Source: an optimization exercise on an open RTL-to-GDS flow (aim: small area and a short achievable clock period). Production flows keep margins and buffers that such runs may drop.
Where RTL was checked, it was by simulation tests only, not by an equivalence proof against the original.
No activity file was given, so power comes from the tool's default toggle rates.

## smul_q31
module smul_q31 (
    input  logic        clk,
    input  logic        reset,
    input  logic        go,
    input  logic [31:0] left,
    input  logic [31:0] right,
    output logic [31:0] out,
    output logic        done
);
export LEC_CHECK = 0
export CAP_MARGIN = 20
export CORE_MARGIN = 2
export CORE_UTILIZATION = 45
export SETUP_SLACK_MARGIN = 3.0
export SLEW_MARGIN = 20
export SYNTH_HIERARCHICAL = 1
export SYNTH_MINIMUM_KEEP_SIZE = 0
create_clock -name core_clock -period 8.0 [get_ports {clk}]
run.sh (not shown) runs the stock make flow with config.mk's settings and CLKGATE_MAP_FILE= SYNTH_SCRIPT=/design/flow/synth_recipe.tcl, a recipe that flattens the netlist after the stock synthesis.
Rerun with:
==> flow/flow/run.sh (new file) <==
#!/bin/bash
# The standard synthesis and layout, with two changes to how the layout
# is made:
#  - after synthesis, the Booth selector gates (a22oi) are set to their
#    smallest drive strength (the placement's repair steps resize them again
#    where timing needs it);
#  - the input and output ports are buffered with buf_2 cells rather than
#    the flow's default choice.
set -euo pipefail
bash standard.sh synth > synth.log 2>&1
R=orfs/results/sky130hd/smul_q31/base
cat > downsize.tcl <<TCL
read_db $R/1_synth.odb
set db [ord::get_db]
set m1 [\$db findMaster sky130_fd_sc_hd__a22oi_1]
set n 0
foreach inst [[ord::get_db_block] getInsts] {
  if {[[\$inst getMaster] getName] eq "sky130_fd_sc_hd__a22oi_2"} {
    \$inst swapMaster \$m1
    incr n
  }
}
puts "downsized \$n a22oi_2 to a22oi_1"
write_db $R/1_synth.odb
TCL
openroad -no_init -exit downsize.tcl > downsize.log 2>&1
export BUFFER_PORTS_ARGS="-buffer_cell sky130_fd_sc_hd__buf_2"
bash standard.sh > layout.log 2>&1
==> flow/standard.sh (new file) <==
#!/bin/bash
# synth_recipe.tcl (not shown) runs the flow's synth.tcl, then flattens the netlist and writes it again
# the make line also repeats each setting of config.mk as NAME=value (left out here)
make -C /OpenROAD-flow-scripts/flow DESIGN_CONFIG=/design/flow/config.mk WORK_HOME=/design/flow/orfs CLKGATE_MAP_FILE= SYNTH_SCRIPT=/design/flow/synth_recipe.tcl "${@:-finish}"
SETUP_SLACK_MARGIN = 2.5   (was 3.0)
removed: flow/run.sh
What happened: The new run passed the timing, design-rule and antenna checks; via count fell by 2.7%; non-clock buffer count drops by 146; clock-buffer cell count goes down by 1; design area fell by 17%.
Rerun with:
--- a/flow/flow/run.sh
+++ b/flow/flow/run.sh
@@ -6,5 +6,7 @@
 #    where timing needs it);
 #  - the input and output ports are buffered with buf_2 cells rather than
-#    the flow's default choice.
+#    the flow's default choice;
+#  - after global routing, gates off the critical paths are downsized
+#    (ORFS's RECOVER_POWER step).
 set -euo pipefail
 bash standard.sh synth > synth.log 2>&1
@@ -26,3 +28,4 @@
 openroad -no_init -exit downsize.tcl > downsize.log 2>&1
 export BUFFER_PORTS_ARGS="-buffer_cell sky130_fd_sc_hd__buf_2"
+export RECOVER_POWER=100
 bash standard.sh > layout.log 2>&1
Effect: The new run finished clean. Die area is unchanged. Non-clock buffer count stays the same. Cell area falls slightly. Setup slack got worse by 1100 ps. Sequential share of layout area stays flat.

* * *

try-onyx:
smul_q31, a different RTL version from the one above (not shown whole).
For scale: ~1500 cells after synthesis, roughly 100 I/O pins.
==> flow/config.mk <==
export PLATFORM = sky130hd
export DESIGN_NAME = smul_q31
export DESIGN_NICKNAME = smul_q31
export VERILOG_FILES = /design/flow/design.v
export SDC_FILE = /design/flow/constraint.sdc
export NUM_CORES = 4
export LEC_CHECK = 0
export CAP_MARGIN = 20
export CORE_MARGIN = 2
export CORE_UTILIZATION = 60
export PLACE_DENSITY = 0.75
export SETUP_SLACK_MARGIN = 2.7
export SLEW_MARGIN = 20
export SYNTH_HIERARCHICAL = 1
export SYNTH_MINIMUM_KEEP_SIZE = 0
==> flow/constraint.sdc <==
create_clock -name core_clock -period 8.0 [get_ports {clk}]
set_input_delay 1.6000 -clock core_clock [delete_from_list [all_inputs] [get_ports {clk}]]
set_output_delay 1.6000 -clock core_clock [all_outputs]
set_load 0.01 [all_outputs]
standard.sh (not shown) runs the stock make flow with config.mk's settings and CLKGATE_MAP_FILE= SYNTH_SCRIPT=/design/flow/synth_recipe.tcl, a recipe that flattens the netlist after the stock synthesis.
==> flow/flow/run.sh <==
#!/bin/bash
# The standard synthesis and layout, with two changes to how the layout
# is made:
#  - after synthesis, the Booth selector gates (a22oi) are set to their
#    smallest drive strength (the placement's repair steps resize them again
#    where timing needs it);
#  - the input and output ports are buffered with buf_2 cells rather than
#    the flow's default choice.
set -euo pipefail
bash standard.sh synth > synth.log 2>&1
R=orfs/results/sky130hd/smul_q31/base
cat > downsize.tcl <<TCL
read_db $R/1_synth.odb
set db [ord::get_db]
set m1 [\$db findMaster sky130_fd_sc_hd__a22oi_1]
set n 0
foreach inst [[ord::get_db_block] getInsts] {
  if {[[\$inst getMaster] getName] eq "sky130_fd_sc_hd__a22oi_2"} {
    \$inst swapMaster \$m1
    incr n
  }
}
puts "downsized \$n a22oi_2 to a22oi_1"
write_db $R/1_synth.odb
TCL
openroad -no_init -exit downsize.tcl > downsize.log 2>&1
export BUFFER_PORTS_ARGS="-buffer_cell sky130_fd_sc_hd__buf_2"
bash standard.sh > layout.log 2>&1
The inputs of try-indigo differ from those of try-onyx as listed below.
- CORE_UTILIZATION changed from 60 to 65
- PLACE_DENSITY changed from 0.75 to 0.82
- SETUP_SLACK_MARGIN changed from 2.7 to 2.8
Findings:
try-indigo — sequential share of layout area 0.26 points lower, try-onyx as reference. Power dissipated by switching net loads: try-indigo > try-onyx. Relative to try-onyx, proportion of power drawn by the clock network increased by 0.2 points in try-indigo. try-onyx was smaller in final cell area than try-indigo.
Input changes introduced in try-yarrow (baseline for comparison: try-indigo):
- swapping 65 for 60 in CORE_UTILIZATION
- swapping 0.82 for 0.75 in PLACE_DENSITY
- swapping 2.8 for 2.95 in SETUP_SLACK_MARGIN
--- outcome ---
- | non-clock buffer total of the final layout | try-yarrow vs try-indigo | 21 higher |
- Looking only at met1 usage in global routing, and setting everything else aside, the lower value of try-indigo and try-yarrow goes to try-yarrow.
- Post-route core utilization on try-yarrow is down relative to try-indigo.
- Looking at data arrival time of the critical path, try-yarrow sits below try-indigo.
- Delta (try-yarrow minus try-indigo): global-route usage down 2.1 points; number of standard cells in the final layout excluding fillers up 1.7%; cell row count up about 3.5%; hold slack up 0.046 ns.
- Summary: with try-indigo as the reference, internal power contribution in try-yarrow moved up slightly.
- Relative to try-indigo, routed wire length has increased by 2400 um in try-yarrow.
- Of the two values seen for critical path startpoint, right[21] was produced by try-indigo and right[20] by try-yarrow.
- try-yarrow vs try-indigo on post-route clock period utilization: try-yarrow is the lower one.
## Diff of input files: try-willow against try-yarrow
- SETUP_SLACK_MARGIN now 2.8, was 2.95
- PLACE_DENSITY no longer set, was 0.75
- CORE_UTILIZATION now 45, was 60
==> run summary <==
Looking at the reports, try-willow completed the entire flow and the layout it produced met the timing, design-rule and antenna checks.
Die span in x on try-willow is up relative to try-yarrow.
Delta (try-willow minus try-yarrow): worst setup slack saw a decrease; leakage component of the power lost 3.1%.
Power shrinks by a few percent when moving from try-yarrow to try-willow.
Edits applied to the flow inputs when going from try-willow to try-juniper:
- PLACE_DENSITY now 0.75, previously not set
- CORE_UTILIZATION now 60, was 45
### Flow results
try-juniper finished end to end and its layout was clean on timing, DRC and antenna. Against try-willow, try-juniper comes in 4 lower on number of post-CTS setup repair buffers. Per the comparison of try-juniper with try-willow, net switching power now sits lower, die area now smaller, worst hold slack after final layout did not really move.

* * *

Setup of run A:
Another version of the RTL of smul_q31 (not shown whole).
Size: roughly 1500 cells after synthesis.
==> flow/config.mk <==
export PLATFORM = sky130hd
export DESIGN_NAME = smul_q31
export DESIGN_NICKNAME = smul_q31
export VERILOG_FILES = /design/flow/design.v
export SDC_FILE = /design/flow/constraint.sdc
export NUM_CORES = 4
export LEC_CHECK = 0
export CAP_MARGIN = 20
export CORE_MARGIN = 2
export CORE_UTILIZATION = 60
export SETUP_SLACK_MARGIN = 2.8
export SLEW_MARGIN = 20
export SYNTH_HIERARCHICAL = 1
export SYNTH_MINIMUM_KEEP_SIZE = 0
==> flow/constraint.sdc <==
create_clock -name core_clock -period 8.0 [get_ports {clk}]
set_input_delay 1.6000 -clock core_clock [delete_from_list [all_inputs] [get_ports {clk}]]
set_output_delay 1.6000 -clock core_clock [all_outputs]
set_load 0.01 [all_outputs]
Scripts as last shown in full above: flow/flow/run.sh
No stage failed in run A, and the final checks on the layout all came back clean.
[inputs] run B vs run A
diff --git a/flow/config.mk b/flow/config.mk
--- a/flow/config.mk
+++ b/flow/config.mk
@@ -10,2 +10,2 @@
-export CORE_UTILIZATION = 60
-export SETUP_SLACK_MARGIN = 2.8
+export CORE_UTILIZATION = 45
+export SETUP_SLACK_MARGIN = 2.5
==> comparison <==
Power density over the cells: run A vs run B — no meaningful difference
Changes observed in run B relative to run A: post-place instance area moved up; non-clock buffer count shows a reduction of 0.67%; area growth from synthesis to layout fell by 1.6 points.
Inputs modified between run B and run C:
diff --git a/flow/config.mk b/flow/config.mk
--- a/flow/config.mk
+++ b/flow/config.mk
@@ -11 +11 @@
-export SETUP_SLACK_MARGIN = 2.5
+export SETUP_SLACK_MARGIN = 2.8
## What came out
Comparing the two runs side by side, run C comes out behind run B on routed wire length. Routed length on met2, run C and run B: higher on run C. Comparing run C and run B, the lower finished layout cell area is on run B. In terms of final-layout non-clock buffer area share, run B and run C differ only marginally.
No run of this note included a check of the RTL's function; only the layout flow was run.

* * *

Another version of the RTL of smul_q31 (not shown whole).
Size in the first run: roughly 1400 cells after synthesis, roughly 100 I/O pins, roughly 15000 µm² of cells after synthesis.
==> flow/config.mk <==
export PLATFORM = sky130hd
export DESIGN_NAME = smul_q31
export DESIGN_NICKNAME = smul_q31
export VERILOG_FILES = /design/flow/design.v
export SDC_FILE = /design/flow/constraint.sdc
export NUM_CORES = 4
export LEC_CHECK = 0
export CAP_MARGIN = 20
export CORE_MARGIN = 2
export CORE_UTILIZATION = 60
export PLACE_DENSITY = 0.75
export SETUP_SLACK_MARGIN = 2.8
export SLEW_MARGIN = 20
export SYNTH_HIERARCHICAL = 1
export SYNTH_MINIMUM_KEEP_SIZE = 0
==> flow/constraint.sdc <==
create_clock -name core_clock -period 8.0 [get_ports {clk}]
set_input_delay 1.6000 -clock core_clock [delete_from_list [all_inputs] [get_ports {clk}]]
set_output_delay 1.6000 -clock core_clock [all_outputs]
set_load 0.01 [all_outputs]
Scripts as last shown in full above: flow/flow/run.sh
The first run finished clean.
Rerun with:
--- a/flow/config.mk
+++ b/flow/config.mk
@@ -10,5 +10,5 @@
 export CORE_UTILIZATION = 60
 export PLACE_DENSITY = 0.75
-export SETUP_SLACK_MARGIN = 2.8
+export SETUP_SLACK_MARGIN = 3.1
 export SLEW_MARGIN = 20
 export SYNTH_HIERARCHICAL = 1
What happened: Routed wire length goes up by 14%; area after synthesis stays the same; non-clock buffer count goes up by 68; final area goes up by 9.7%; sequential power goes up by about 2%; final cell count goes up by 3.8%; hold slack hardly moves; die area does not change.
No functional check of the RTL was part of any run of this note.

* * *

the previous run:
smul_q31, a different RTL version from the one above (not shown whole).
Size in the first run: roughly 1,500 cells after synthesis, about 170 flip-flops, roughly 100 I/O pins, about 19,000 um^2 of cells after synthesis.
## smul_q31
module smul_q31 (
    input  logic        clk,
    input  logic        reset,
    input  logic        go,
    input  logic [31:0] left,
    input  logic [31:0] right,
    output logic [31:0] out,
    output logic        done
);
clock: 8.0 ns
lec_check: 0
cap_margin: 20
core_margin: 2
core_utilization: 45
setup_slack_margin: 4.0
slew_margin: 20
synth_hierarchical: 1
synth_minimum_keep_size: 0
run.sh (not shown) runs the stock make flow with config.mk's settings and CLKGATE_MAP_FILE= SYNTH_SCRIPT=/design/flow/synth_recipe.tcl, a recipe that flattens the netlist after the stock synthesis.
Stock flow here: none of the scripts above is used.
Setup changes, the previous run to the current run
# the previous run
export LEC_CHECK = 0
export CAP_MARGIN = 20
export CORE_MARGIN = 2
export CORE_UTILIZATION = 45
export SETUP_SLACK_MARGIN = 4.0
export SLEW_MARGIN = 20
export SYNTH_HIERARCHICAL = 1
export SYNTH_MINIMUM_KEEP_SIZE = 0
create_clock -name core_clock -period 8.0 [get_ports {clk}]
# the current run
export LEC_CHECK = 0
export CAP_MARGIN = 20
export CORE_MARGIN = 2
export CORE_UTILIZATION = 45
export SETUP_SLACK_MARGIN = 2.5
export SLEW_MARGIN = 20
export SYNTH_HIERARCHICAL = 1
export SYNTH_MINIMUM_KEEP_SIZE = 0
create_clock -name core_clock -period 8.0 [get_ports {clk}]
### Flow results
The previous run → the current run: share of the core filled with cells saw a decrease, synthesized-area fraction occupied by and/or/nand/nor cells neither gained nor lost much, combinational group share of total power went down 4.0 points, effective utilization at floorplan did not really move, portion of total power attributed to the clock network climbed 1.2 points.
Compared with the previous run, the current run shows final standard cell area without fillers that has gone down by more than 10%.
The current run against the previous run: smallest setup slack after layout moved down; first-iteration DRC count moved down.

* * *

main:
smul_q31, a different RTL version from the one above (not shown whole).
For scale: roughly 1500 cells after synthesis, roughly 100 I/O pins, roughly 0.016 mm2 of cells after synthesis.
clock: 8.0 ns
lec_check: 0
cap_margin: 20
core_margin: 2
core_utilization: 45
setup_slack_margin: 2.8
slew_margin: 20
synth_hierarchical: 1
synth_minimum_keep_size: 0
standard.sh (not shown) runs the stock make flow with config.mk's settings and CLKGATE_MAP_FILE= SYNTH_SCRIPT=/design/flow/synth_recipe.tcl, a recipe that flattens the netlist after the stock synthesis.
Scripts as last shown in full above: flow/flow/run.sh
main completed; timing, DRC and antenna clean
--- input diff main..the feature branch ---
Settings: PLACE_DENSITY newly set to 0.75; CORE_UTILIZATION changed from 45 to 60.
Notes after the runs:
Total power of the feature branch is lower than that of main.
The feature branch vs. main: final cell count moved down, data arrival time of the critical path level.
Diff main..the feature branch | critical path depth | negligible
From the feature branch to main, total global routing overflow did not move at all.
Met1 track demand over resource in global routing delta for the feature branch relative to main: 6.4 points higher
As of the feature branch, site row count had fallen by more than 10% compared to main.
Of the two values seen for cell type of the slowest stage on the worst timing path, fa_1 was produced by the feature branch and o22ai_2 by main.
Cmp the feature branch vs main: non-clock buffer count lower in the feature branch

* * *

RTL: one of the versions met above, not the one the previous note started from.
For scale: ~1500 cells after synthesis, ~88 flip-flops, ~100 I/O pins, about 0.017 mm² of cells after synthesis.
Design smul_q31, start of the top module:
module smul_q31 (
    input  logic        clk,
    input  logic        reset,
    input  logic        go,
    input  logic [31:0] left,
    input  logic [31:0] right,
    output logic [31:0] out,
    output logic        done
);
  logic d0, d1;               
  logic zero;                 
  logic [41:0] sa, sb;        
  logic sl;                   
  wire cyc1 = go & ~d0;       
  wire cyc2 = d0 & ~d1;       
  wire hold = ~go | d1;       
  wire kboth = cyc2 | hold;
  assign done = d1;
  wire [16:0] bs = ({17{cyc2}} & right[31:15]) | ({17{cyc1}} & {right[15:0], 1'b0});
  wire [10:0] qlo = {1'b0, sa[9:0]} + {1'b0, sb[9:0]} + {10'd0, sl};
  wire [47:0] ea, eb;
  assign ea[0] = (cyc2 & sa[10]);
  assign eb[0] = (cyc2 & sb[10]);
  assign ea[1] = (cyc2 & sa[11]);
  assign eb[1] = (cyc2 & sb[11]);
  assign ea[2] = (cyc2 & sa[12]);
  assign eb[2] = (cyc2 & sb[12]);
  assign ea[3] = (cyc2 & sa[13]);
  assign eb[3] = (cyc2 & sb[13]);
  assign ea[4] = (cyc2 & sa[14]);
  assign eb[4] = (cyc2 & sb[14]);
  assign ea[5] = (cyc2 & sa[15]);
  assign eb[5] = (cyc2 & sb[15]);
  assign ea[6] = (cyc2 & sa[16]) | (hold & sa[0]);
  assign eb[6] = (cyc2 & sb[16]) | (hold & sb[0]);
  assign ea[7] = (cyc2 & sa[17]) | (hold & sa[1]);
  assign eb[7] = (cyc2 & sb[17]) | (hold & sb[1]);
  assign ea[8] = (cyc2 & sa[18]) | (hold & sa[2]);
  assign eb[8] = (cyc2 & sb[18]) | (hold & sb[2]);
  assign ea[9] = (cyc2 & sa[19]) | (hold & sa[3]);
  ...
export LEC_CHECK = 0
export CAP_MARGIN = 20
export CORE_MARGIN = 2
export CORE_UTILIZATION = 45
export SETUP_SLACK_MARGIN = 2.5
export SLEW_MARGIN = 20
export SYNTH_HIERARCHICAL = 1
export SYNTH_MINIMUM_KEEP_SIZE = 0
create_clock -name core_clock -period 8.0 [get_ports {clk}]
==> flow/flow/run.sh <==
#!/bin/bash
# The standard synthesis and layout, except that the input and output
# ports are buffered with buf_2 cells rather than the flow's default choice.
set -euo pipefail
bash standard.sh synth > synth.log 2>&1
export BUFFER_PORTS_ARGS="-buffer_cell sky130_fd_sc_hd__buf_2"
bash standard.sh > layout.log 2>&1
Rerun with:
==> flow/run.sh (new file) <==
#!/bin/bash
# synth_recipe.tcl (not shown) runs the flow's synth.tcl, then flattens the netlist and writes it again
# the make line also repeats each setting of config.mk as NAME=value (left out here)
make -C /OpenROAD-flow-scripts/flow DESIGN_CONFIG=/design/flow/config.mk WORK_HOME=/design/flow/orfs CLKGATE_MAP_FILE= SYNTH_SCRIPT=/design/flow/synth_recipe.tcl finish
Settings changed: SETUP_SLACK_MARGIN 2.5 to 2.0.
removed: flow/flow/run.sh
removed: flow/standard.sh
After rerunning:
- utilization came out higher by 1.2 points
- power grows by 0.88%
- count of clock-buffer cells in the layout is lower by 2
- final area went up by 2.3%
- area after synthesis stays the same
- via count fell by 1.5%
- die area does not change
- global-route usage came out higher by 0.14 points
- sequential power decreases by about 3%
- combinational power increases by about 0.9%

static timing again, ports no longer ideal:
In the flow no input, the clock included, has a driving cell. The finished layouts below were timed again as built, in two steps.
Step 1 (the two cells are an assumption about what drives the block):
set clk [get_ports {clk}]
set_driving_cell -lib_cell sky130_fd_sc_hd__clkbuf_16 $clk
set_driving_cell -lib_cell sky130_fd_sc_hd__buf_2 [delete_from_list [all_inputs] $clk]
Step 2 times the ports against the registers' clock, not the clock port: input delays grow and output delays shrink by t, the midpoint of the rising clock arrivals with the driver on.
a / b / c = ideal ports / drivers / drivers and shift; a / b = the first two.
run	t, ns	setup WS [ns]	worst setup path after step 2	pins driven straight from the clock port
the first run of note 1	0.410	2.658 / 2.655 / 2.245	input to register	1
the second run of note 1	0.413	2.538 / 2.572 / 2.159	input to register	1
the third run of note 1	0.413	1.388 / 1.419 / 1.006	input to register	1
try-onyx	0.403	2.732 / 2.759 / 2.355	input to register	1
try-indigo	0.408	2.757 / 2.779 / 2.371	input to register	1
try-yarrow	0.400	2.881 / 2.902 / 2.503	input to register	1
try-willow	0.407	2.777 / 2.797 / 2.390	input to register	1
try-juniper	0.395	2.851 / 2.863 / 2.468	input to register	1
run A	0.409	2.850 / 2.883 / 2.474	input to register	1
run B	0.400	2.635 / 2.643 / 2.243	input to register	1
run C	0.407	2.828 / 2.851 / 2.443	input to register	1
the first run of note 4	0.395	2.769 / 2.723 / 2.554	input to register	1
the second run of note 4	0.401	2.800 / 2.754 / 2.648	input to register	1
the previous run	0.478	2.878 / 2.894 / 2.416	input to register	1
the current run	0.483	2.503 / 2.539 / 2.055	input to register	1
main	0.405	2.845 / 2.868 / 2.463	input to register	1
the feature branch	0.401	2.853 / 2.880 / 2.480	input to register	1
the first run of note 7	0.408	2.598 / 2.601 / 2.193	input to register	1
the second run of note 7	0.410	2.076 / 2.079 / 1.669	input to register	1
After both steps setup and hold are still met in every run listed. The setup slack of the previous run, which loses most, moves by +0.016 ns with the drivers and by -0.462 ns with both steps.
